This is an optimization exercise on Yosys and OpenROAD, whose aim is a short achievable clock period and few clock cycles, not a production implementation.
The RTL was checked by simulation tests, not by an equivalence proof against the original design.
Power figures rest on the tool's default switching activity, not on a simulated workload.

<file path="flow/config.mk">
export PLATFORM = sky130hd
export DESIGN_NAME = datapath
export DESIGN_NICKNAME = datapath
export VERILOG_FILES = /design/flow/design.v
export SDC_FILE = /design/flow/constraint.sdc
export NUM_CORES = 4
export LEC_CHECK = 0
export ABC_CLOCK_PERIOD_IN_PS = 4500
export CAP_MARGIN = 20
export CELL_PAD_IN_SITES_DETAIL_PLACEMENT = 1
export CELL_PAD_IN_SITES_GLOBAL_PLACEMENT = 1
export CORE_MARGIN = 4
export CORE_UTILIZATION = 40
export SETUP_SLACK_MARGIN = 4.5
export SLEW_MARGIN = 20
</file>
<file path="flow/constraint.sdc">
create_clock -name core_clock -period 9.3 [get_ports {clk}]
set_input_delay 1.8600 -clock core_clock [delete_from_list [all_inputs] [get_ports {clk}]]
set_output_delay 1.8600 -clock core_clock [all_outputs]
set_load 0.01 [all_outputs]
</file>
<file path="flow/design.v">
module datapath(clk, rst, sw, seg0, seg1, seg2, seg3, mem_addr, mem_wdata, mem_we, mem_rdata);
	input clk, rst;
	input [3:0] sw;
	output [6:0] seg0, seg1, seg2, seg3;
	output [15:0] mem_addr;
	output [15:0] mem_wdata;
	output mem_we;
	input [15:0] mem_rdata;
	localparam BB = 5;               
	localparam BN = 1 << BB;
	localparam BT = 16 - BB;
	localparam IB = 6;               
	localparam IN = 1 << IB;
	localparam IT = 16 - IB;
	localparam T_EQ = 3'd1, T_LO = 3'd2, T_HI = 3'd3, T_CALL = 3'd4, T_BR = 3'd5, T_RET = 3'd6;
	reg [255:0] rf;                  
	wire [15:0] sp  = rf[255:240];
	wire [15:0] srr = rf[239:224];
	reg [15:0] S;                    
	reg        swe;                  
	reg [15:0] wa, swd;
	reg        sf;                   
	reg        sr;                   
	reg        af, ar;               
	reg        afc;                  
	reg [15:0] icw;
	reg        dq;                   
	reg [15:0] i2w;
	reg [15:0] icx, icy, i2x, i2y;   
	reg        dcb;                  
	reg [15:0] at2, ia3r;
	reg [15:0] ia, ia1r, ia2r;       
	reg        ah;                   
	reg [2:0]  aty;
	reg [15:0] atg;
	reg [15:0] epc;                  
	reg        et;                   
	reg        dw;                   
	reg        dpop;                 
	reg [3:0]  prx;
	reg        fp;                   
	reg [15:0] fpa;
	reg [2:0]  fpt;
	reg        bq;                   
	reg [15:0] bqa, bqd;
	reg [2:0]  bqt;
	reg        mbusy;                
	reg [3:0]  mrx, mrx1;            
	reg        mh, m15, m14;         
	reg [255:0] mrow;                
	reg [15:0]  sc_v;                
	reg [191:0] sc_t;
	reg [255:0] sc_d;
	reg         tv;                  
	reg [15:0]  td;
	reg [BN-1:0]    bt_v;            
	reg [BN*BT-1:0] bt_t;
	reg [BN*3-1:0]  bt_k;
	reg [BN*16-1:0] bt_d;
	reg [IN-1:0]    ic_v;            
	reg [IN*IT-1:0] ic_t;
	reg [IN*16-1:0] ic_d;
	assign mem_addr = swe ? wa : S;
	assign mem_we = swe;
	assign mem_wdata = swd;
	wire [15:0] w = afc ? icw : mem_rdata;
	wire [3:0] op = w[15:12];
	wire [3:0] rx = w[11:8];
	wire [3:0] ry = w[7:4];
	function [15:0] sel16;
		input [3:0] r;
		input [255:0] f;
		reg [127:0] a;
		reg [63:0] b;
		reg [31:0] c;
		integer n;
		begin
			for (n = 0; n < 8; n = n + 1) a[n*16 +: 16] = r[0] ? f[(2*n+1)*16 +: 16] : f[(2*n)*16 +: 16];
			for (n = 0; n < 4; n = n + 1) b[n*16 +: 16] = r[1] ? a[(2*n+1)*16 +: 16] : a[(2*n)*16 +: 16];
			for (n = 0; n < 2; n = n + 1) c[n*16 +: 16] = r[2] ? b[(2*n+1)*16 +: 16] : b[(2*n)*16 +: 16];
			sel16 = r[3] ? c[31:16] : c[15:0];
		end
	endfunction
	function [15:0] selh;
		input [15:0] h;
		input [255:0] f;
		integer n;
		begin
			selh = 16'd0;
			for (n = 0; n < 16; n = n + 1) selh = selh | ({16{h[n]}} & f[n*16 +: 16]);
		end
	endfunction
	function [3:0] cpflags;
		input [15:0] a, b;
		reg [15:0] g, l, e, el;
		reg [7:0] g1, l1, e1, el1;
		reg [3:0] g2, l2, e2, el2;
		reg [1:0] g3, l3, e3, el3;
		reg gt, lt, eq, n15;
		integer n;
		begin
			g = a & ~b; l = ~a & b; e = ~(a ^ b);
			l[15] = 1'b0; el = e; el[15] = 1'b1;
			for (n = 0; n < 8; n = n + 1) begin
				g1[n] = g[2*n+1] | (e[2*n+1] & g[2*n]);
				l1[n] = l[2*n+1] | (el[2*n+1] & l[2*n]);
				e1[n] = e[2*n+1] & e[2*n];
				el1[n] = el[2*n+1] & el[2*n];
			end
			for (n = 0; n < 4; n = n + 1) begin
				g2[n] = g1[2*n+1] | (e1[2*n+1] & g1[2*n]);
				l2[n] = l1[2*n+1] | (el1[2*n+1] & l1[2*n]);
				e2[n] = e1[2*n+1] & e1[2*n];
				el2[n] = el1[2*n+1] & el1[2*n];
			end
			for (n = 0; n < 2; n = n + 1) begin
				g3[n] = g2[2*n+1] | (e2[2*n+1] & g2[2*n]);
				l3[n] = l2[2*n+1] | (el2[2*n+1] & l2[2*n]);
				e3[n] = e2[2*n+1] & e2[2*n];
				el3[n] = el2[2*n+1] & el2[2*n];
			end
			gt = g3[1] | (e3[1] & g3[0]);
			eq = e3[1] & e3[0];
			lt = l3[1] | (el3[1] & l3[0]);
			n15 = a[15] ^ b[15] ^ lt;
			cpflags = {n15, ~n15, eq, gt | eq};
		end
	endfunction
	wire [15:0] A = sel16(rx, rf);
	wire [15:0] B = sel16(ry, rf);
	wire [15:0] spp1 = sp + 16'd1;
	wire [15:0] spm1 = sp - 16'd1;
	wire [15:0] spp2 = sp + 16'd2;
	wire [3:0]  li = spp2[3:0];
	wire        lhit = sc_v[li] && (sc_t[li*12 +: 12] == spp2[15:4]);
	wire [15:0] ldat = sc_d[li*16 +: 16];
	wire [15:0] spp3 = sp + 16'd3;
	wire [3:0]  li3 = spp3[3:0];
	wire        lhit3 = sc_v[li3] && (sc_t[li3*12 +: 12] == spp3[15:4]);
	wire [15:0] ldat3 = sc_d[li3*16 +: 16];
	wire [15:0] sum, dif;
	wire        c_add, c_sub;
	ksadd #(16) add_u(.a(A), .b(B), .cin(1'b0), .s(sum), .cout(c_add));
	ksadd #(16) sub_u(.a(A), .b(~B), .cin(1'b1), .s(dif), .cout(c_sub));
	wire [15:0] xr = A ^ B;
	wire [3:0]  flags = cpflags(A, B);
	function [63:0] csa;
		input [31:0] x, y, z;
		begin
			csa[31:0]  = x ^ y ^ z;
			csa[63:32] = ((x & y) | (x & z) | (y & z)) << 1;
		end
	endfunction
	reg [31:0] pp [0:15];
	reg [31:0] l1 [0:10];
	reg [31:0] l2 [0:7];
	integer q;
	always @* begin
		for (q = 0; q < 16; q = q + 1) pp[q] = ({16'd0, {16{B[q]}} & A}) << q;
		for (q = 0; q < 5; q = q + 1) {l1[2*q+1], l1[2*q]} = csa(pp[3*q], pp[3*q+1], pp[3*q+2]);
		l1[10] = pp[15];
		for (q = 0; q < 3; q = q + 1) {l2[2*q+1], l2[2*q]} = csa(l1[3*q], l1[3*q+1], l1[3*q+2]);
		l2[6] = l1[9]; l2[7] = l1[10];
	end
	wire [31:0] m0 = mrow[31:0],    m1 = mrow[63:32],   m2 = mrow[95:64],   m3 = mrow[127:96];
	wire [31:0] m4 = mrow[159:128], m5 = mrow[191:160], m6 = mrow[223:192], m7 = mrow[255:224];
	wire [63:0] l3a = csa(m0, m1, m2);
	wire [63:0] l3b = csa(m3, m4, m5);
	wire [63:0] l4a = csa(l3a[31:0], l3a[63:32], l3b[31:0]);
	wire [63:0] l4b = csa(l3b[63:32], m6, m7);
	wire [63:0] l5  = csa(l4a[31:0], l4a[63:32], l4b[31:0]);
	wire [63:0] l6  = csa(l5[31:0], l5[63:32], l4b[63:32]);
	wire [31:0] prod;
	wire        pco;
	ksadd #(.W(32), .L(6)) mul_u(.a(l6[31:0]), .b(l6[63:32]), .cin(1'b0), .s(prod), .cout(pco));
	wire inst = af && (ia == epc) && !et && !dw;     
	wire tgtw = af && (ia == epc) && et;             
	wire data = ar && dw;                            
	wire cond = (op == 4'hD) ? srr[1] : (op == 4'hE) ? srr[3] : srr[2];
	wire [2:0] bkind = (op == 4'hD) ? T_EQ : (op == 4'hE) ? T_LO : (op == 4'hF) ? T_HI :
		(op == 4'hA) ? T_CALL : (op == 4'h6) ? T_BR : T_RET;
	wire rdA = (op == 4'h2) | (op == 4'h3) | (op == 4'h4) | (op == 4'h6) | (op == 4'h7) | (op == 4'h8) | (op == 4'hC);
	wire rdB = (op == 4'h1) | (op == 4'h2) | (op == 4'h3) | (op == 4'h4) | (op == 4'h7) | (op == 4'hC);
	wire usp = (op == 4'h8) | (op == 4'h9) | (op == 4'hA) | (op == 4'hB);
	wire usr = (op == 4'hD) | (op == 4'hE) | (op == 4'hF);
	wire haz = mbusy & (
		(rdA & ((rx == mrx) | (mh & (rx == mrx1)))) |
		(rdB & ((ry == mrx) | (mh & (ry == mrx1)))) |
		(usp & m15) | (usr & m14));
	wire [3:0] op2 = i2w[15:12];
	wire [3:0] rx2 = i2w[11:8];
	wire [3:0] ry2 = i2w[7:4];
	wire [15:0] A2 = selh(i2x, rf);
	wire [15:0] B2 = selh(i2y, rf);
	wire [15:0] sum2, dif2;
	wire        c_add2, c_sub2;
	ksadd add2_u(.a(A2), .b(B2), .cin(1'b0), .s(sum2), .cout(c_add2));
	ksadd sub2_u(.a(A2), .b(~B2), .cin(1'b1), .s(dif2), .cout(c_sub2));
	wire [3:0]  flags2 = cpflags(A2, B2);
	reg  [15:0] wv2;
	always @* begin
		case (op2)
		4'h0: wv2 = {8'h00, i2w[7:0]};
		4'h1: wv2 = B2;
		4'h2: wv2 = sum2;
		4'h3: wv2 = dif2;
		4'h4: wv2 = A2 ^ B2;
		4'h5: wv2 = ia1r;
		4'h9: wv2 = (op == 4'h9) ? ldat : td;
		default: wv2 = {12'h000, flags2};
		endcase
	end
	wire [3:0] wi2 = (op2 == 4'hC) ? 4'd14 : rx2;
	wire rdA2 = (op2 == 4'h2) | (op2 == 4'h3) | (op2 == 4'h4) | (op2 == 4'hC);
	wire rdB2 = (op2 == 4'h1) | rdA2;
	wire haz2 = mbusy & ((op2 == 4'h9) & m15 |
		(rdA2 & ((rx2 == mrx) | (mh & (rx2 == mrx1)))) |
		(rdB2 & ((ry2 == mrx) | (mh & (ry2 == mrx1)))));
	wire go = inst & ~haz & ~(dq & haz2);
	wire go2 = go & dq & ~dcb & ~(op == 4'h9 && !tv) & ~(op2 == 4'h9 && !(tv && (op != 4'h9 || lhit)));
	wire pop2 = go2 & (op2 == 4'h9);
	wire gocb = go & dcb;
	wire [15:0] Ac = selh(icx, rf);
	wire [15:0] Bc = selh(icy, rf);
	wire [3:0]  flagsc = cpflags(Ac, Bc);
	wire cond2 = (op2 == 4'hD) ? flagsc[1] : (op2 == 4'hE) ? flagsc[3] : flagsc[2];
	wire [15:0] S1 = S + 16'd1;
	wire [15:0] S2 = S + 16'd2;
	wire [IB-1:0] ici = S[IB-1:0];
	wire        ich = ic_v[ici] && (ic_t[ici*IT +: IT] == S[15:IB]);
	wire [15:0] icd = ic_d[ici*16 +: 16];
	wire        sfe = sf && (!swe || ich);       
	wire [IB-1:0] ici2 = S1[IB-1:0];
	wire        ich2 = ic_v[ici2] && (ic_t[ici2*IT +: IT] == S1[15:IB]);
	wire [15:0] icd2 = ic_d[ici2*16 +: 16];
	wire [3:0] c1op = icd[15:12], c2op = icd2[15:12];
	wire c1s = (c1op <= 4'h5) | (c1op == 4'h7) | (c1op == 4'h8) | (c1op == 4'h9) | (c1op == 4'hC);
	wire c2s = (c2op <= 4'h5) | (c2op == 4'hC);
	wire [3:0] c1x = icd[11:8];
	reg  [15:0] c1d;
	always @* begin
		c1d = 16'd0;
		case (c1op)
		4'h7: begin c1d[c1x] = 1'b1; if (c1x >= 4'd8 && c1x <= 4'd13) c1d[c1x + 4'd1] = 1'b1; end
		4'h8: c1d[15] = 1'b1;
		4'h9: begin c1d[c1x] = 1'b1; c1d[15] = 1'b1; end
		4'hC: c1d[14] = 1'b1;
		default: c1d[c1x] = 1'b1;
		endcase
	end
	wire c2rA = (c2op == 4'h2) | (c2op == 4'h3) | (c2op == 4'h4) | (c2op == 4'hC);
	wire c2rB = (c2op == 4'h1) | c2rA;
	wire [3:0] c2w = (c2op == 4'hC) ? 4'd14 : icd2[11:8];
	wire dualpop = sfe && ich && ich2 && (c2op == 4'h9) &&
		((((c1op <= 4'h5) || (c1op == 4'hC)) && !c1d[15]) || ((c1op == 4'h9) && (c1x != 4'd15)));
	wire dual = sfe && ich && ich2 && c1s && c2s &&
		!(c2rA && c1d[icd2[11:8]]) && !(c2rB && c1d[icd2[7:4]]) &&
		!(c1op == 4'h7 && c1d[c2w]);
	wire [15:0] S3 = S + 16'd3;
	wire [BB-1:0] bli2 = S1[BB-1:0];
	wire        blh2 = bt_v[bli2] && (bt_t[bli2*BT +: BT] == S1[15:BB]);
	wire [2:0]  blk2 = bt_k[bli2*3 +: 3];
	wire [15:0] bld2 = bt_d[bli2*16 +: 16];
	wire dualcb = sfe && ich && ich2 && (c1op == 4'hC) && blh2 &&
		(((c2op == 4'hD) && (blk2 == T_EQ)) || ((c2op == 4'hE) && (blk2 == T_LO)) || ((c2op == 4'hF) && (blk2 == T_HI)));
	wire back2 = bld2 <= S;
	wire s_ep = sfe && (S == epc);
	wire s_i1 = sfe && (S == ia1r);
	wire s_i2 = sfe && (S == ia2r);
	wire s_i3 = sfe && (S == ia3r);
	wire s_a2 = sfe && (S == at2);
	wire s_at = sfe && (S == atg);
	wire s_td = sfe && (S == td);
	wire s_A  = sfe && (S == A);
	wire s_w  = sfe && (S == w);
	wire [15:0] wv1 =
		({16{op == 4'h0}} & {8'h00, w[7:0]}) | ({16{op == 4'h1}} & B) |
		({16{op == 4'h2}} & sum) | ({16{op == 4'h3}} & dif) | ({16{op == 4'h4}} & xr) |
		({16{op == 4'h5}} & ia) | ({16{op == 4'h9}} & td) | ({16{op == 4'hC}} & {12'h000, flags});
	reg        we1; reg [3:0] wi1;                    
	reg        pdw;                                   
	reg        spw; reg [15:0] spv;                   
	reg [15:0] epn; reg etn; reg dwn; reg ok;         
	reg        wpn; reg [15:0] wdn;                   
	reg        rdn;                                   
	reg        tpop;                                  
	reg        bqn; reg [15:0] bqan, bqdn; reg [2:0] bqtn;    
	reg        fpn;                                   
	reg        mst;                                   
	reg        lpop;                                  
	reg        cpx;                                   
	always @* begin
		we1 = 1'b0; wi1 = rx; pdw = 1'b0;
		spw = 1'b0; spv = spp1;
		epn = epc; etn = et; dwn = dw; ok = s_ep;
		wpn = 1'b0; wdn = A; rdn = 1'b0;
		tpop = 1'b0;
		bqn = 1'b0; bqan = fpa; bqdn = w; bqtn = fpt;
		fpn = 1'b0; mst = 1'b0; lpop = 1'b0; cpx = 1'b0;
		if (data) begin
			dwn = 1'b0;
			if (dpop) begin
				pdw = 1'b1;
			end else begin
				epn = w; ok = s_w;
			end
		end else if (tgtw) begin
			epn = w; ok = s_w; etn = 1'b0;
		end else if (go) begin
			epn = go2 ? ia2r : ia1r; ok = go2 ? s_i2 : s_i1;
			if (gocb) begin
				epn = cond2 ? at2 : ia3r; ok = cond2 ? s_a2 : s_i3;
			end
			case (op)
			4'h0: we1 = 1'b1;
			4'h1: we1 = 1'b1;
			4'h2: we1 = 1'b1;
			4'h3: we1 = 1'b1;
			4'h4: we1 = 1'b1;
			4'h5: we1 = 1'b1;
			4'h6: begin
				epn = A; ok = s_A;
				if (!(ah && aty == T_BR && atg == A)) begin
					bqn = 1'b1; bqan = ia; bqtn = T_BR; bqdn = A;
				end
			end
			4'h7: mst = 1'b1;
			4'h8: begin wpn = 1'b1; wdn = A; spw = 1'b1; spv = spm1; end
			4'h9: begin
				spw = 1'b1; tpop = 1'b1;
				if (tv) begin
					we1 = 1'b1;
				end else begin
					lpop = 1'b1; rdn = 1'b1; dwn = 1'b1;
				end
			end
			4'hA: begin
				wpn = 1'b1; wdn = ia2r; spw = 1'b1; spv = spm1;
				if (ah) begin epn = atg; ok = s_at; end
				else begin etn = 1'b1; fpn = 1'b1; end
			end
			4'hB: begin
				spw = 1'b1; tpop = 1'b1;
				if (!(ah && aty == T_RET)) begin bqn = 1'b1; bqan = ia; bqtn = T_RET; end
				if (tv) begin epn = td; ok = s_td; end
				else begin rdn = 1'b1; dwn = 1'b1; end
			end
			4'hC: begin we1 = 1'b1; wi1 = 4'd14; cpx = 1'b1; end
			default: begin  
				if (!ah) fpn = 1'b1;
				if (!cond) begin epn = ia2r; ok = s_i2; end
				else if (ah) begin epn = atg; ok = s_at; end
				else etn = 1'b1;
			end
			endcase
			if (pop2) begin spw = 1'b1; spv = (op == 4'h9) ? spp2 : spp1; end
		end
		if (fp && af && ia == fpa + 16'd1) bqn = 1'b1;
	end
	reg        tvn;
	reg [15:0] tdn;
	always @* begin
		tvn = tv; tdn = td;
		if (wpn) begin tvn = 1'b1; tdn = wdn; end
		else if (pop2 && op == 4'h9) begin tvn = lhit3; tdn = ldat3; end
		else if (tpop || pop2) begin tvn = lhit; tdn = ldat; end
		if ((we1 && wi1 == 4'd15) || (go2 && wi2 == 4'd15) || (pdw && prx == 4'd15) || (mbusy && m15)) tvn = 1'b0;
	end
	wire [BB-1:0] bli = S[BB-1:0];
	wire        blh = bt_v[bli] && (bt_t[bli*BT +: BT] == S[15:BB]);
	wire [2:0]  blk = bt_k[bli*3 +: 3];
	wire [15:0] bld = bt_d[bli*16 +: 16];
	wire [3:0]  srn = (go2 && op2 == 4'hC) ? flags2 : (cpx && afc) ? flagsc : srr[3:0];
	reg  [15:0] pred;
	always @* begin
		pred = dualcb ? (back2 ? bld2 : S3) : (dual | dualpop) ? S2 : S1;
		if (blh) begin
			case (blk)
			T_EQ: pred = srn[1] ? bld : S2;
			T_LO: pred = srn[3] ? bld : S2;
			T_HI: pred = srn[2] ? bld : S2;
			T_CALL, T_BR: pred = bld;
			T_RET: pred = tvn ? tdn : S1;
			default: pred = S1;
			endcase
		end
	end
	integer i;
	always @(posedge clk or posedge rst) begin
		if (rst) begin
			rf <= {16'hFFFF, 240'd0};
			S <= 16'd0; swe <= 1'b0; wa <= 16'd0; swd <= 16'd0; sf <= 1'b1; sr <= 1'b0;
			afc <= 1'b0; icw <= 16'd0; dq <= 1'b0; i2w <= 16'd0;
			icx <= 16'd1; icy <= 16'd1; i2x <= 16'd1; i2y <= 16'd1;
			dcb <= 1'b0; at2 <= 16'd0; ia3r <= 16'd3;
			ic_v <= {IN{1'b0}};
			af <= 1'b0; ar <= 1'b0; ia <= 16'd0; ia1r <= 16'd1; ia2r <= 16'd2;
			ah <= 1'b0; aty <= 3'd0; atg <= 16'd0;
			epc <= 16'd0; et <= 1'b0; dw <= 1'b0; dpop <= 1'b0; prx <= 4'd0;
			fp <= 1'b0; fpa <= 16'd0; fpt <= 3'd0;
			bq <= 1'b0; bqa <= 16'd0; bqd <= 16'd0; bqt <= 3'd0;
			mbusy <= 1'b0; mrx <= 4'd0; mrx1 <= 4'd1; mh <= 1'b0; m15 <= 1'b0; m14 <= 1'b0;
			sc_v <= 16'd0;
			tv <= 1'b0; td <= 16'd0;
			bt_v <= {BN{1'b0}};
		end else begin
			for (i = 0; i < 16; i = i + 1) begin
				if (go2 && wi2 == i) rf[i*16 +: 16] <= wv2;
				else if (we1 && wi1 == i) rf[i*16 +: 16] <= wv1;
				else if (pdw && prx == i) rf[i*16 +: 16] <= w;
				else if (i == 15 && spw) rf[i*16 +: 16] <= spv;
				else if (mbusy && mrx == i) rf[i*16 +: 16] <= prod[15:0];
				else if (mbusy && mh && mrx1 == i) rf[i*16 +: 16] <= prod[31:16];
			end
			tv <= tvn; td <= tdn;
			if (wpn) begin
				sc_v[sp[3:0]] <= 1'b1;
			end
			bq <= bqn; bqa <= bqan; bqd <= bqdn; bqt <= bqtn;
			if (bq) begin
				bt_v[bqa[BB-1:0]] <= 1'b1;
			end
			fp <= fpn;
			if (fpn) begin fpa <= ia; fpt <= bkind; end
			epc <= epn; et <= etn; dw <= dwn;
			if (lpop) prx <= rx;
			if (rdn) dpop <= (op == 4'h9);
			mbusy <= mst;
			if (mst) begin
				mrx <= rx; mrx1 <= rx + 4'd1;
				mh <= (rx >= 4'd8) && (rx <= 4'd13);
				m15 <= (rx == 4'd15);
				m14 <= (rx == 4'd13) || (rx == 4'd14);
			end
			af <= sfe; ar <= sr; ia <= S; ia1r <= S1; ia2r <= S2;
			afc <= ich; icw <= icd; dq <= dual | dualcb | dualpop; i2w <= icd2;
			icx <= 16'd1 << icd[11:8]; icy <= 16'd1 << icd[7:4];
			i2x <= 16'd1 << icd2[11:8]; i2y <= 16'd1 << icd2[7:4];
			dcb <= dualcb; at2 <= bld2; ia3r <= S3;
			if (af && !afc) begin
				ic_v[ia[IB-1:0]] <= 1'b1;
			end
			if (swe && ic_t[wa[IB-1:0]*IT +: IT] == wa[15:IB]) ic_v[wa[IB-1:0]] <= 1'b0;
			ah <= blh; aty <= blk; atg <= bld;
			swe <= wpn; sr <= rdn; sf <= !rdn;
			if (wpn) begin wa <= sp; swd <= wdn; end
			if (rdn) begin
				S <= spp1;
			end else if (ok && !dwn) begin
				S <= pred;
			end else begin
				S <= epn;
			end
		end
	end
	always @(posedge clk) begin
		if (wpn) begin
			sc_t[sp[3:0]*12 +: 12] <= sp[15:4];
			sc_d[sp[3:0]*16 +: 16] <= wdn;
		end
		if (bq) begin
			bt_t[bqa[BB-1:0]*BT +: BT] <= bqa[15:BB];
			bt_k[bqa[BB-1:0]*3 +: 3] <= bqt;
			bt_d[bqa[BB-1:0]*16 +: 16] <= bqd;
		end
		if (af && !afc) begin
			ic_t[ia[IB-1:0]*IT +: IT] <= ia[15:IB];
			ic_d[ia[IB-1:0]*16 +: 16] <= mem_rdata;
		end
		if (mst) mrow <= {l2[7], l2[6], l2[5], l2[4], l2[3], l2[2], l2[1], l2[0]};
	end
	function [6:0] hex7;
		input [3:0] v;
		case (v)
		4'h0: hex7 = 7'b1000000; 4'h1: hex7 = 7'b1111001;
		4'h2: hex7 = 7'b0100100; 4'h3: hex7 = 7'b0110000;
		4'h4: hex7 = 7'b0011001; 4'h5: hex7 = 7'b0010010;
		4'h6: hex7 = 7'b0000010; 4'h7: hex7 = 7'b1111000;
		4'h8: hex7 = 7'b0000000; 4'h9: hex7 = 7'b0010000;
		4'hA: hex7 = 7'b0001000; 4'hB: hex7 = 7'b0000011;
		4'hC: hex7 = 7'b1000110; 4'hD: hex7 = 7'b0100001;
		4'hE: hex7 = 7'b0000110; default: hex7 = 7'b0001110;
		endcase
	endfunction
	reg [447:0] pat;
	integer k;
	always @(posedge clk or posedge rst) begin
		if (rst) pat <= {{4{7'b0001110}}, {60{7'b1000000}}};
		else for (k = 0; k < 16; k = k + 1)
			pat[k*28 +: 28] <= {hex7(rf[k*16+12 +: 4]), hex7(rf[k*16+8 +: 4]), hex7(rf[k*16+4 +: 4]), hex7(rf[k*16 +: 4])};
	end
	wire [15:0] ds = 16'd1 << sw;
	reg [27:0] disp;
	always @* begin
		disp = 28'd0;
		for (k = 0; k < 16; k = k + 1)
			disp = disp | ({28{ds[k]}} & pat[k*28 +: 28]);
	end
	assign seg0 = disp[6:0];
	assign seg1 = disp[13:7];
	assign seg2 = disp[20:14];
	assign seg3 = disp[27:21];
endmodule
module ksadd #(parameter W = 16, parameter L = 5) (a, b, cin, s, cout);    
	input [W-1:0] a, b;
	input cin;
	output [W-1:0] s;
	output cout;
	wire [W:0] G [0:L];
	wire [W:0] P [0:L];
	assign G[0] = {a & b, cin};
	assign P[0] = {a ^ b, 1'b0};
	genvar l, n;
	generate
		for (l = 0; l < L; l = l + 1) begin : lev
			for (n = 0; n <= W; n = n + 1) begin : bitn
				if (n >= (1 << l)) begin : pre
					assign G[l+1][n] = G[l][n] | (P[l][n] & G[l][n-(1<<l)]);
					assign P[l+1][n] = P[l][n] & P[l][n-(1<<l)];
				end else begin : pass
					assign G[l+1][n] = G[l][n];
					assign P[l+1][n] = P[l][n];
				end
			end
		end
	endgenerate
	assign s = a ^ b ^ G[L][W-1:0];
	assign cout = G[L][W];
endmodule
</file>
<file path="flow/run.sh">
#!/bin/bash
# synth_recipe.tcl (not shown) runs the flow's synth.tcl, then flattens the netlist and writes it again
# the make line also repeats each setting of config.mk as NAME=value (left out here)
make -C /OpenROAD-flow-scripts/flow DESIGN_CONFIG=/design/flow/config.mk WORK_HOME=/design/flow/orfs CLKGATE_MAP_FILE= SYNTH_SCRIPT=/design/flow/synth_recipe.tcl finish
</file>
==> reports/results.txt, run 1 <==
Placed wire-length estimate -> 1120 mm
Main flop type after synthesis -> edfxtp_1
Uppermost layer routed -> met5
Core Area -> 0.726 sq mm
Chip Width -> 861 um
Adder-cell share of the synthesized area -> 4.16%
Type of the worst setup path -> in -> reg
Yosys top cell by area -> edfxtp_1
Die Ht -> 861 um
DR WL met3 -> 192 mm
Pre-antenna DRT Iters -> 13
Non-filler cells, final -> 35600
Worst EP required -> 10.29 ns
Commonest cells in the netlist -> 3215 x edfxtp_1, 2523 x nand2_1, 1935 x mux4_2
Io pins -> 83
Antenna Violating Nets Remaining -> 0
Worst R2R End -> S[3]
Endpoint type of the worst setup path -> flip-flop
DR DRC count -> 0
Total Routed Length -> 1680 mm
Clock H-tree levels -> 6
RSZ-0062 raised after global routing -> yes
Period Utilization, post-route -> 69.6%
Worst endpoint data arrival time -> 7.46 ns
Syn Std Cell Area -> 0.291 sq mm
Sequential area share after synthesis -> 43.3%
Top-count cell post-synth -> edfxtp_1
CTS tree -> yes
Clk sinks -> 4389
Avg WL per Cell -> 47.1 um
Post-synthesis xor/xnor area fraction -> 1.37%
Number of flops mapped to enable cells by yosys -> 3215
Total GRT Usage -> 43.6%
Multiplexer area fraction after synthesis -> 24.2%
Largest net degree at the start of global routing -> 169
Lkg Pwr -> 0.116 uW
Starting Density -> 40.1%
Synthesized area per cell -> 11.8 sq um
R2R Path Start -> rf[208]
R2R Setup Slk -> 2.86 ns
Fmax -> 154 MHz
Yosys top cell area share -> 33.1%
Status -> finished clean
Max-slew headroom -> 5.20%
P&R area growth vs syn -> 20.4%
Max cap viols -> 0
Synth top area cells -> edfxtp_1 33%, mux4_2 15%, dfrtp_1 9.3%
Reg clk slew, reported paths -> 0.06 ns
Ys async rst share -> 26.7%
Simple-gate area share of the yosys netlist -> 8.17%
Startpoint types -> primary input
Worst-margin pin slew -> 1.42 ns
Grt ovf -> 0
Post-layout min period -> 6.48 ns
Number of I/O port buffers -> 82
Synth unique cells -> 130
Vias per cell -> 7.21
Die area -> 0.742 sq mm
Number of placed instances, taps included -> 33500
Crit path capture -> rf[109]
Power Dens Cells -> 151 mW/mm^2
Final setup fails -> 0
FP Rows -> 313
Largest family of logic cells by synthesized area -> multiplexers
Via count -> 257000
Final hold viol count -> 0
Vias in the first global route -> 248000
Layout Skew -> 0.0638 ns
CTS root buf -> clkbuf_16
Layout cell share with drive strength beyond 1 -> 34.5%
TritonCTS Buffers -> 549
Clock tree buffer depth -> 4
Final setup TNS -> 0 ns
Iter 0 DRT Violations -> 37500
Cells after Synth -> 24700
Max Slew Vio Count -> 0
R2R depth -> 26
First-pass GRT wire length -> 2230 mm
Hold Path Class -> reg -> reg
CP max-delay cell -> mux4_2
Max FO, Critical Path -> 7
Routed wl met2 -> 713 mm
Yosys reg bits -> 4389
Routability cong. -> 1.06
Met1 WL -> 598 mm
Clk Latency, worst-skew pair -> 1.17 ns
Syn_nets -> 25600
Worst vdd ir -> 0.000234 V
Hold buffer count at CTS -> 0
Total Nets Final -> 26300
Initial antenna violation count -> 170
Crit-path max cell delay -> 0.53 ns
Crit path launch -> mem_rdata[9]
Ys Warns -> 7
Post-synthesis compound-gate area fraction -> 14.5%
-- state kept, by name, indices dropped and copies added, names as in the netlist, 18 cells and up --
signal  flops
m2         19
ic_d     1024
m3         18
sc_d      256
pat       448
ic_t      640
bt_k       96
sc_t      192
bt_t      352
m0         21
bt_d      512
bt_v       32
ic_v       64
rf        256
m4         21
-- placed cells by master, fill, tap and decap left out, drive strengths merged, types with 153 or more instances in the layout --
| master | count |
|---|---|
| nand2 | 2525 |
| clkbuf | 734 |
| o22ai | 179 |
| buf | 2483 |
| nand3 | 362 |
| o221ai | 153 |
| mux2i | 678 |
| inv | 591 |
| xnor2 | 286 |
| o211ai | 215 |
| nor3 | 224 |
| dfrtp | 1077 |
| mux2 | 1761 |
| a221oi | 276 |
| o21ai | 1764 |
| clkinv | 204 |
| a31oi | 180 |
| ha | 640 |
| edfxtp | 3215 |
| fa | 205 |
| nor2 | 1432 |
| a21oi | 1054 |
| a22oi | 423 |
| a211oi | 252 |
| a22o | 1089 |
| mux4 | 1950 |
-- per-stage QoR --
stage	hold WS, ns	power [uW]	area (sq um)	worst slack (ns)	util [%]
after floorplan	0.331	26500	291000	-19.71	-
after global placement	0.337	29600	308000	0.631	42.4
after detailed placement	0.346	29800	308000	0.737	42.4
after CTS	0.368	52500	344000	3.03	47.4
after global routing	0.383	54200	351000	2.68	48.3
final	0.362	53100	351000	2.82	48.3
-- worst max-delay path, delay by kind of cell --
kind,cells,cell delay [ns]
AOI/OAI and AO/OA,15,2.62
adders and majority gates,1,0.25
buffers and inverters,11,1.60
muxes,2,0.70
and+or+nand+nor,4,0.34
-- kinds of logic (layout without fill, tap and decap cells) --
family,Yosys count,count (layout)
buffers and inverters,2999,4153
and+or+nand+nor,5445,5449
other,0,131
muxes,4383,4389
adders and majority gates,845,845
xor gates and xnor gates,445,445
DFF,4389,4389
AOI/OAI and AO/OA,6235,6235
-- power by group --
| part | switching, uW | leakage (uW) | internal (uW) |
|---|---|---|---|
| clock | 9540 | 0.00869 | 12500 |
| combinational | 5130 | 0.0696 | 3170 |
| sequential | 923 | 0.0382 | 21800 |
-- final cells by class --
| type | instances | area (sq um) |
|---|---|---|
| antenna | 131 | 328 |
| clock buffer | 721 | 15100 |
| clock inverter | 267 | 2730 |
| fill | 73600 | 375000 |
| inverter | 591 | 2460 |
| multi-input combinational | 17400 | 164000 |
| sequential | 4389 | 126000 |
| tap | 9607 | 12000 |
| timing repair buffer | 2570 | 28000 |
| timing repair inverter | 4 | 35.0 |
-- what timing repair did --
item,4_1_cts,5_1_grt
gates cloned,79,16
gates resized for setup,2320,801
hold endpoints to repair,0,0
buffers inserted,695,278
pin swaps,418,344
endpoints found under the setup margin,2628,1885
-- layer usage --
layer | vias up | GRT usage, %
li1 | 97800 | -
met1 | 134000 | 53.0
met2 | 18800 | 64.0
met5 | - | 0.319
met3 | 6034 | 13.5
met4 | 84 | 35.2
-- how the worst min path moves through the flow --
stage | cells past startpoint | start | slack [ns] | endpoint
after floorplan | 0 | sr | 0.33 | ar
after global placement | 0 | sr | 0.34 | ar
final | 0 | sr | 0.36 | ar
after global routing | 0 | sr | 0.38 | ar
after detailed placement | 0 | sr | 0.35 | ar
after CTS | 0 | sr | 0.37 | ar
Testbench counts, summed over its fixed seeds: cycles 38,173.
==> inputs of run 2 (changes only) <==
--- a/flow/design.v
+++ b/flow/design.v
@@ -6,7 +6,7 @@
 	output [15:0] mem_wdata;
 	output mem_we;
 	input [15:0] mem_rdata;
-	localparam BB = 5;               
+	localparam BB = 6;               
 	localparam BN = 1 << BB;
 	localparam BT = 16 - BB;
 	localparam IB = 6;               
@@ -19,6 +19,8 @@
 	reg [15:0] S;                    
 	reg        swe;                  
 	reg [15:0] wa, swd;
+	reg        qv;                   
+	reg [15:0] qa, qd;
 	reg        sf;                   
 	reg        sr;                   
 	reg        af, ar;               
@@ -131,6 +133,7 @@
 	wire [15:0] spp1 = sp + 16'd1;
 	wire [15:0] spm1 = sp - 16'd1;
 	wire [15:0] spp2 = sp + 16'd2;
+	wire [15:0] spm2 = sp - 16'd2;
 	wire [3:0]  li = spp2[3:0];
 	wire        lhit = sc_v[li] && (sc_t[li*12 +: 12] == spp2[15:4]);
 	wire [15:0] ldat = sc_d[li*16 +: 16];
@@ -211,14 +214,18 @@
 		endcase
 	end
 	wire [3:0] wi2 = (op2 == 4'hC) ? 4'd14 : rx2;
-	wire rdA2 = (op2 == 4'h2) | (op2 == 4'h3) | (op2 == 4'h4) | (op2 == 4'hC);
+	wire rdA2 = (op2 == 4'h2) | (op2 == 4'h3) | (op2 == 4'h4) | (op2 == 4'h8) | (op2 == 4'hC);
 	wire rdB2 = (op2 == 4'h1) | rdA2;
-	wire haz2 = mbusy & ((op2 == 4'h9) & m15 |
+	wire haz2 = mbusy & (((op2 == 4'h9) | (op2 == 4'h8)) & m15 |
 		(rdA2 & ((rx2 == mrx) | (mh & (rx2 == mrx1)))) |
 		(rdB2 & ((ry2 == mrx) | (mh & (ry2 == mrx1)))));
-	wire go = inst & ~haz & ~(dq & haz2);
+	wire qblk = qv & (((op == 4'h8) & dq & (op2 == 4'h8)) | (((op == 4'h9) | (op == 4'hB)) & !tv));
+	wire go = inst & ~haz & ~(dq & haz2) & ~qblk;
 	wire go2 = go & dq & ~dcb & ~(op == 4'h9 && !tv) & ~(op2 == 4'h9 && !(tv && (op != 4'h9 || lhit)));
 	wire pop2 = go2 & (op2 == 4'h9);
+	wire push2 = go2 & (op2 == 4'h8);
+	wire wr2 = go2 & (op2 != 4'h8);                   
+	wire [15:0] wd2 = (rx2 == 4'd15) ? spm1 : A2;    
 	wire gocb = go & dcb;
 	wire [15:0] Ac = selh(icx, rf);
 	wire [15:0] Bc = selh(icy, rf);
@@ -253,6 +260,7 @@
 	wire [3:0] c2w = (c2op == 4'hC) ? 4'd14 : icd2[11:8];
 	wire dualpop = sfe && ich && ich2 && (c2op == 4'h9) &&
 		((((c1op <= 4'h5) || (c1op == 4'hC)) && !c1d[15]) || ((c1op == 4'h9) && (c1x != 4'd15)));
+	wire dualpush = sfe && ich && ich2 && (c1op == 4'h8) && (c2op == 4'h8);
 	wire dual = sfe && ich && ich2 && c1s && c2s &&
 		!(c2rA && c1d[icd2[11:8]]) && !(c2rB && c1d[icd2[7:4]]) &&
 		!(c1op == 4'h7 && c1d[c2w]);
@@ -354,6 +362,7 @@
 			end
 			endcase
 			if (pop2) begin spw = 1'b1; spv = (op == 4'h9) ? spp2 : spp1; end
+			if (push2) spv = spm2;
 		end
 		if (fp && af && ia == fpa + 16'd1) bqn = 1'b1;
 	end
@@ -361,10 +370,11 @@
 	reg [15:0] tdn;
 	always @* begin
 		tvn = tv; tdn = td;
-		if (wpn) begin tvn = 1'b1; tdn = wdn; end
+		if (push2) begin tvn = 1'b1; tdn = wd2; end
+		else if (wpn) begin tvn = 1'b1; tdn = wdn; end
 		else if (pop2 && op == 4'h9) begin tvn = lhit3; tdn = ldat3; end
 		else if (tpop || pop2) begin tvn = lhit; tdn = ldat; end
-		if ((we1 && wi1 == 4'd15) || (go2 && wi2 == 4'd15) || (pdw && prx == 4'd15) || (mbusy && m15)) tvn = 1'b0;
+		if ((we1 && wi1 == 4'd15) || (wr2 && wi2 == 4'd15) || (pdw && prx == 4'd15) || (mbusy && m15)) tvn = 1'b0;
 	end
 	wire [BB-1:0] bli = S[BB-1:0];
 	wire        blh = bt_v[bli] && (bt_t[bli*BT +: BT] == S[15:BB]);
@@ -373,7 +383,7 @@
 	wire [3:0]  srn = (go2 && op2 == 4'hC) ? flags2 : (cpx && afc) ? flagsc : srr[3:0];
 	reg  [15:0] pred;
 	always @* begin
-		pred = dualcb ? (back2 ? bld2 : S3) : (dual | dualpop) ? S2 : S1;
+		pred = dualcb ? (back2 ? bld2 : S3) : (dual | dualpop | dualpush) ? S2 : S1;
 		if (blh) begin
 			case (blk)
 			T_EQ: pred = srn[1] ? bld : S2;
@@ -390,6 +400,7 @@
 		if (rst) begin
 			rf <= {16'hFFFF, 240'd0};
 			S <= 16'd0; swe <= 1'b0; wa <= 16'd0; swd <= 16'd0; sf <= 1'b1; sr <= 1'b0;
+			qv <= 1'b0; qa <= 16'd0; qd <= 16'd0;
 			afc <= 1'b0; icw <= 16'd0; dq <= 1'b0; i2w <= 16'd0;
 			icx <= 16'd1; icy <= 16'd1; i2x <= 16'd1; i2y <= 16'd1;
 			dcb <= 1'b0; at2 <= 16'd0; ia3r <= 16'd3;
@@ -405,7 +416,7 @@
 			bt_v <= {BN{1'b0}};
 		end else begin
 			for (i = 0; i < 16; i = i + 1) begin
-				if (go2 && wi2 == i) rf[i*16 +: 16] <= wv2;
+				if (wr2 && wi2 == i) rf[i*16 +: 16] <= wv2;
 				else if (we1 && wi1 == i) rf[i*16 +: 16] <= wv1;
 				else if (pdw && prx == i) rf[i*16 +: 16] <= w;
 				else if (i == 15 && spw) rf[i*16 +: 16] <= spv;
@@ -416,6 +427,7 @@
 			if (wpn) begin
 				sc_v[sp[3:0]] <= 1'b1;
 			end
+			if (push2) sc_v[spm1[3:0]] <= 1'b1;
 			bq <= bqn; bqa <= bqan; bqd <= bqdn; bqt <= bqtn;
 			if (bq) begin
 				bt_v[bqa[BB-1:0]] <= 1'b1;
@@ -433,7 +445,7 @@
 				m14 <= (rx == 4'd13) || (rx == 4'd14);
 			end
 			af <= sfe; ar <= sr; ia <= S; ia1r <= S1; ia2r <= S2;
-			afc <= ich; icw <= icd; dq <= dual | dualcb | dualpop; i2w <= icd2;
+			afc <= ich; icw <= icd; dq <= dual | dualcb | dualpop | dualpush; i2w <= icd2;
 			icx <= 16'd1 << icd[11:8]; icy <= 16'd1 << icd[7:4];
 			i2x <= 16'd1 << icd2[11:8]; i2y <= 16'd1 << icd2[7:4];
 			dcb <= dualcb; at2 <= bld2; ia3r <= S3;
@@ -442,8 +454,12 @@
 			end
 			if (swe && ic_t[wa[IB-1:0]*IT +: IT] == wa[15:IB]) ic_v[wa[IB-1:0]] <= 1'b0;
 			ah <= blh; aty <= blk; atg <= bld;
-			swe <= wpn; sr <= rdn; sf <= !rdn;
-			if (wpn) begin wa <= sp; swd <= wdn; end
+			swe <= qv | wpn; sr <= rdn; sf <= !rdn;
+			if (qv) begin wa <= qa; swd <= qd; end
+			else if (wpn) begin wa <= sp; swd <= wdn; end
+			qv <= qv ? wpn : push2;
+			if (qv) begin qa <= sp; qd <= wdn; end
+			else begin qa <= spm1; qd <= wd2; end
 			if (rdn) begin
 				S <= spp1;
 			end else if (ok && !dwn) begin
@@ -458,6 +474,10 @@
 			sc_t[sp[3:0]*12 +: 12] <= sp[15:4];
 			sc_d[sp[3:0]*16 +: 16] <= wdn;
 		end
+		if (push2) begin
+			sc_t[spm1[3:0]*12 +: 12] <= spm1[15:4];
+			sc_d[spm1[3:0]*16 +: 16] <= wd2;
+		end
 		if (bq) begin
 			bt_t[bqa[BB-1:0]*BT +: BT] <= bqa[15:BB];
 			bt_k[bqa[BB-1:0]*3 +: 3] <= bqt;
@@ -509,7 +529,7 @@
 	wire [W:0] G [0:L];
 	wire [W:0] P [0:L];
 	assign G[0] = {a & b, cin};
-	assign P[0] = {a ^ b, 1'b0};
+	assign P[0] = {a | b, 1'b0};
 	genvar l, n;
 	generate
 		for (l = 0; l < L; l = l + 1) begin : lev
--- a/flow/config.mk
+++ b/flow/config.mk
@@ -6,10 +6,10 @@
 export NUM_CORES = 4
 export LEC_CHECK = 0
 export ABC_CLOCK_PERIOD_IN_PS = 4500
-export CAP_MARGIN = 20
+export CAP_MARGIN = 35
 export CELL_PAD_IN_SITES_DETAIL_PLACEMENT = 1
 export CELL_PAD_IN_SITES_GLOBAL_PLACEMENT = 1
 export CORE_MARGIN = 4
 export CORE_UTILIZATION = 40
 export SETUP_SLACK_MARGIN = 4.5
-export SLEW_MARGIN = 20
+export SLEW_MARGIN = 35
==> reports/results.txt, run 2 <==
Storage cell area -> 0.150 sq mm
Routability cong. -> 1.06
P&R area growth vs syn -> 21.3%
Endpoint type of the worst setup path -> flip-flop
Period Utilization, post-route -> 67.9%
Post-layout min period -> 6.31 ns
CTS tree -> yes
Fmax -> 158 MHz
Area occupied by multi-input gates -> 0.204 sq mm
Number of flops mapped to enable cells by yosys -> 3663
Hold buffer count at CTS -> 0
Reg clk slew, reported paths -> 0.06 ns
CTS root buf -> clkbuf_16
Commonest cells after routing, fill and taps aside -> 3693 x nand2_1, 3663 x edfxtp_1, 2633 x mux4_2
Syn_nets -> 31900
Sequential area share after synthesis -> 42.4%
Hold Path Class -> reg -> reg
Clock tree buffer depth -> 5
Fillers -> 90200
Io pins -> 83
Clk sinks -> 5350
Ys async rst share -> 23.2%
Total Routed Length -> 2040 mm
Core Area -> 0.882 sq mm
Ys Warns -> 7
Total GRT Usage -> 43.3%
TritonCTS Buffers -> 693
Layout Skew -> 0.128 ns
PnR worst setup slack -> 2.99 ns
Grt ovf -> 0
Number of placed instances, taps included -> 41400
Cells after Synth -> 30900
Worst endpoint data arrival time -> 7.33 ns
DR DRC count -> 0
First-pass GRT wire length -> 2700 mm
Worst-margin pin slew -> 1.18 ns
Yosys top cell area share -> 31.1%
Non-filler cells, final -> 44200
Yosys reg bits -> 5350
Synth unique cells -> 139
Die area -> 0.900 sq mm
Commonest cells in the netlist -> 4071 x nand2_1, 3663 x edfxtp_1, 3327 x o21ai_0
Max Slew Vio Count -> 0
Number of I/O port buffers -> 82
Top-count cell post-synth -> nand2_1
Syn Std Cell Area -> 0.354 sq mm
Pre-antenna DRT Iters -> 14
Placed cell area -> 0.372 sq mm
Max FO, Critical Path -> 16
Initial antenna violation count -> 210
Worst EP required -> 10.31 ns
Final hold viol count -> 0
Worst vdd ir -> 0.000697 V
Total Nets Final -> 32700
Final setup TNS -> 0 ns
FP Rows -> 345
RSZ-0062 raised after global routing -> yes
Status -> finished clean
Vias in the first global route -> 307000
Via count -> 321000
Lkg Pwr -> 0.150 uW
Startpoint types -> flip-flop
Chip Width -> 949 um
Main flop type after synthesis -> edfxtp_1
Starting Density -> 40.1%
Iter 0 DRT Violations -> 51400
Worst slack at placement -> 0.819 ns
Die Ht -> 949 um
Max-slew headroom -> 21.0%
Avg WL per Cell -> 46.2 um
Clock H-tree levels -> 6
Largest net degree at the start of global routing -> 170
Vias per cell -> 7.26
Placed wire-length estimate -> 1340 mm
Power Dens Cells -> 247 mW/mm^2
Antenna Violating Nets Remaining -> 0
Commonest non-fill, non-tap cell in the layout -> nand2_1
Yosys top cell by area -> edfxtp_1
Synthesized area per cell -> 11.4 sq um
Max cap viols -> 0
Type of the worst setup path -> reg -> reg
Final setup fails -> 0
Final core area utilization -> 48.6%
Layout Cell Area excl Fill -> 0.429 sq mm
Synth top area cells -> edfxtp_1 31%, mux4_2 17%, dfrtp_1 8.1%
Layout cell share with drive strength beyond 1 -> 34.9%
Clk Latency, worst-skew pair -> 1.19 ns
run 2: cell types whose count changed in the layout (fill, tap and decap cells not counted), sizes merged, moves of 347 or more:
cell    before   now
buf       2483  2830
dfxtp        0   448
edfxtp    3215  3663
mux4      1950  2634
nand2     2525  4073
o21ai     1764  3379
run 2: cells by family after synthesis:
logic type	share of synthesized area, %
AO/OA/AOI/OAI	13.9
AND/OR/NAND/NOR	9.07
multiplexers	25.4
flip-flops	42.4
buffers and inverters	4.27
adder cells (fa/ha/maj)	3.69
XOR/XNOR	1.25
run 2: cell type report:
cell class                 instances  area share (%)
sequential                      5350            35.0
inverter                         694           0.680
tap                            11800            3.44
antenna                          140          0.0816
multi-input combinational      22100            47.6
clock buffer                     922            4.41
timing repair inverter             7          0.0201
clock inverter                   289           0.695
timing repair buffer            2970            8.08
run 2: metal layers:
metal,vias up,track usage (%),wire length [um]
met1,167000,54.0,724000
li1,121000,-,-
met5,-,0.565,1430
met4,100,32.0,198000
met3,7374,16.1,281000
met2,26000,61.1,837000
run 2: path summary, 6_finish.rpt:
check                           startpoint       end  depth (start not counted)  slack (ns)
worst max-delay path                  S[1]      S[0]                         20        2.99
worst min-delay path                    sr        ar                          0        0.39
worst max register to register        S[1]      S[0]                         20        2.99
worst min register to register          sr        ar                          0        0.39
max in group asynchronous              rst      S[0]                          5        6.00
min in group asynchronous              rst  pat[147]                          2        1.19
run 2: through the flow:
step	total power, uW	hold slack, ns
after global routing	107000	0.409
after CTS	102000	0.385
after floorplan	52100	0.331
final	106000	0.392
after detailed placement	69500	0.384
after global placement	68600	0.384
run 2: worst max-delay path, stage by stage, from the launching register on:
cell	delay (ns)
dfrtp_4	0.57
buf_12	0.16
buf_12	0.12
buf_16	0.18
nand3b_4	0.22
buf_4	0.49
buf_4	0.43
o22ai_1	0.13
a2111oi_0	0.63
a21oi_1	0.30
xnor2_1	0.22
o41ai_2	0.49
nand4_4	0.15
buf_12	0.19
a21oi_2	0.27
and4_1	0.37
o21ai_1	0.16
and2_1	0.25
a22o_1	0.29
a31o_1	0.22
a31o_4	0.27
run 2: power by group:
part | total, uW | switching, uW | internal (uW)
clock | 27400 | 11600 | 15800
combinational | 44900 | 28100 | 16800
sequential | 33700 | 3710 | 30000
total | 106000 | 43400 | 62600
run 2: timing repair:
item	4_1_cts	5_1_grt
setup buffers	916	347
resized for setup	2955	2068
cloned	121	65
pin swaps	652	786
setup endpoints to repair	3573	2079
Testbench counts of run 2, summed over its fixed seeds: cycles 37,483.

## separate check: timing with driven ports
Ports are ideal in the flow. The routed layouts listed here were re-timed in OpenROAD.
Step 1, drivers: a clkbuf_16 drives clk and a buf_2 each remaining input, both assumed.
Step 2, shift: input delay + t, output delay - t, t = (earliest + latest rising clock arrival at the registers) / 2. This alone moves slack from input paths to output paths.
Three values: no drivers, after step 1, after step 2; two values: the first two.
| run | shift t [ns] | setup WS [ns] | worst setup path at the end | worst data-port slew with drivers (ns) |
|---|---|---|---|---|
| run 1 | 1.284 | 2.823 / 2.862 / 1.626 | input to register | 0.07 |
| run 2 | 1.288 | 2.987 / 2.987 / 2.018 | input to register | 0.13 |
After both steps setup and hold are still met in every run listed. The setup slack of run 1, which loses most, moves by +0.039 ns with the drivers and by -1.197 ns with both steps.
